From an optimization exercise on the open Yosys and OpenROAD flow, aimed at small area, a short achievable clock period and few clock cycles per item; shortcuts taken in it are not production practice. Function was checked by simulation only, so behaviour that the tests miss may differ from the original.

// mul
module mul #(
	parameter DW = 13+(5+$clog2(4))
)
(
	input mul_exeparam_valid,
	output mul_execute_ready,
	input [DW-1:0] mul_exeparam,
	output mul_writeback_valid,
	output [63:0] mul_res_qout,
	output [(5+$clog2(4))-1:0] mul_rd0_qout,
	input [63:0] src1,
	input [63:0] src2,
	input flush,
	input CLK,
	input RSTn
);
For scale: roughly 14000 cells after synthesis, about 120000 um2 of cells after synthesis.
Settings: LEC_CHECK=0, CAP_MARGIN=20, CORE_MARGIN=2, CORE_UTILIZATION=50, SETUP_SLACK_MARGIN=5, SLEW_MARGIN=20; clock period 14.0 ns.
standard.sh (not shown) runs the stock make flow with config.mk's settings and CLKGATE_MAP_FILE= SYNTH_SCRIPT=/design/flow/synth_recipe.tcl, a recipe that flattens the netlist after the stock synthesis.
==> flow/flow/run.sh <==
#!/bin/bash
set -euo pipefail
bash standard.sh SETUP_SLACK_MARGIN=6 finish > standard.log 2>&1
Testbench counts at the start, summed over its fixed seeds: cycles 5,288, items 2,560.
Next try:
Settings changed: CAP_MARGIN 20 to 10, SLEW_MARGIN 20 to 10.
Effect:
- The changed run ran to the end with no violations
- first-iteration DRC count goes up by 1.5%
- wire length rose by 0.30%
- die area is unchanged
- design area grows by 0.71%
- final cell count is about the same
- via count stays flat
Next try:
==> flow/flow/run.sh (replaced) <==
#!/bin/bash
set -euo pipefail
bash standard.sh SETUP_SLACK_MARGIN=7 finish > standard.log 2>&1
Settings changed: CAP_MARGIN 10 to 20, CORE_UTILIZATION 50 to 40, SLEW_MARGIN 10 to 20.
Outcome: The changed run passed the timing, DRC and antenna checks; utilization is lower by 9.2 points; worst setup slack improved by 0.22 ns; clock skew went up by 0.017 ns; cell area came out higher by 5.5%; synthesized area is unchanged; wire length decreases by 0.70%; via count drops by 0.50%.

mul again, from the RTL that the note above started with.
==> flow/config.mk <==
export PLATFORM = sky130hd
export DESIGN_NAME = mul
export DESIGN_NICKNAME = mul
export VERILOG_FILES = /design/flow/design.v
export SDC_FILE = /design/flow/constraint.sdc
export NUM_CORES = 4
export LEC_CHECK = 0
export CAP_MARGIN = 20
export CORE_MARGIN = 2
export CORE_UTILIZATION = 40
export SETUP_SLACK_MARGIN = 5
export SLEW_MARGIN = 20
==> flow/constraint.sdc <==
create_clock -name core_clock -period 14.0 [get_ports {CLK}]
set_input_delay 2.8000 -clock core_clock [delete_from_list [all_inputs] [get_ports {CLK}]]
set_output_delay 2.8000 -clock core_clock [all_outputs]
set_load 0.01 [all_outputs]
==> flow/flow/run.sh <==
#!/bin/bash
set -euo pipefail
bash standard.sh SETUP_SLACK_MARGIN=6 finish > standard.log 2>&1
The starting point finished with timing, DRC and antenna clean.
Testbench counts at the start, summed over its fixed seeds: cycles 5,288, items 2,560.
==> next run, changes <==
==> flow/run.sh (new file) <==
#!/bin/bash
# synth_recipe.tcl (not shown) runs the flow's synth.tcl, then flattens the netlist and writes it again
# the make line also repeats each setting of config.mk as NAME=value (left out here)
make -C /OpenROAD-flow-scripts/flow DESIGN_CONFIG=/design/flow/config.mk WORK_HOME=/design/flow/orfs CLKGATE_MAP_FILE= SYNTH_SCRIPT=/design/flow/synth_recipe.tcl finish
Settings changed: CTS_BUF_LIST set to sky130_fd_sc_hd__clkbuf_8, CTS_CLUSTER_SIZE set to 20.
removed: flow/flow/run.sh
removed: flow/standard.sh
Design area is lower by 5.8%.
Clock-buffer cell count is higher by 61.
Synthesized area stays the same.
Critical path depth is higher by 4.
Cell count is lower by 1.6%.
Routed wire length is lower by 4.0%.
Worst setup slack got worse by 0.66 ns.
Hold slack hardly moves.
==> next run, changes <==
==> flow/flow/run.sh (new file) <==
#!/bin/bash
set -euo pipefail
bash standard.sh SETUP_SLACK_MARGIN=6 finish > standard.log 2>&1
==> flow/standard.sh (new file) <==
#!/bin/bash
# synth_recipe.tcl (not shown) runs the flow's synth.tcl, then flattens the netlist and writes it again
# the make line also repeats each setting of config.mk as NAME=value (left out here)
make -C /OpenROAD-flow-scripts/flow DESIGN_CONFIG=/design/flow/config.mk WORK_HOME=/design/flow/orfs CLKGATE_MAP_FILE= SYNTH_SCRIPT=/design/flow/synth_recipe.tcl "${@:-finish}"
Settings changed: CAP_MARGIN 20 to 10, CTS_BUF_LIST sky130_fd_sc_hd__clkbuf_8 to unset, CTS_CLUSTER_SIZE 20 to unset, SLEW_MARGIN 20 to 10.
removed: flow/run.sh
The changed run ran to the end with no violations.
Die area stays the same.
Setup slack is better by 0.89 ns.
Maximum frequency climbs by 11%.
Clock skew drops by 0.0083 ns.
Via count climbs by 1.8%.
Synthesized area stays the same.
Non-clock buffer count climbs by 331.
Critical path depth drops by 3.
Hold slack barely changes.

static timing again, ports no longer ideal:
The flow's constraints put no driver on any port. The routed layouts listed below were extracted and timed again, unchanged, in two steps. Step 1: set_driving_cell puts a clkbuf_16 on CLK and a buf_2 on each other input, an assumption about the parent block. Step 2 adds t to the input delays and takes it off the output delays; t is the mean of the earliest and latest rising clock arrival at the registers after step 1. Input paths then give back, and output paths get back, about the clock's delay inside the block. Slacks: ideal ports / drivers / drivers and shift; pairs: ideal ports / drivers.
run | t (ns) | setup WS [ns] | worst hold slack (ns) | cell pins on the clock port's net
the first run of note 1 | 0.889 | 5.871 / 5.871 / 5.871 | 0.415 / 0.415 / 0.415 | 1
the second run of note 1 | 0.881 | 5.724 / 5.724 / 5.724 | 0.414 / 0.414 / 0.414 | 1
the third run of note 1 | 0.963 | 5.945 / 5.945 / 5.945 | 0.393 / 0.393 / 0.393 | 1
the first run of note 2 | 0.960 | 5.676 / 5.676 / 5.676 | 0.418 / 0.418 / 0.418 | 1
the second run of note 2 | 1.108 | 5.019 / 5.019 / 5.019 | 0.417 / 0.417 / 0.417 | 1
the third run of note 2 | 0.948 | 5.907 / 5.907 / 5.907 | 0.417 / 0.417 / 0.417 | 1
After both steps setup and hold are still met in every run listed.
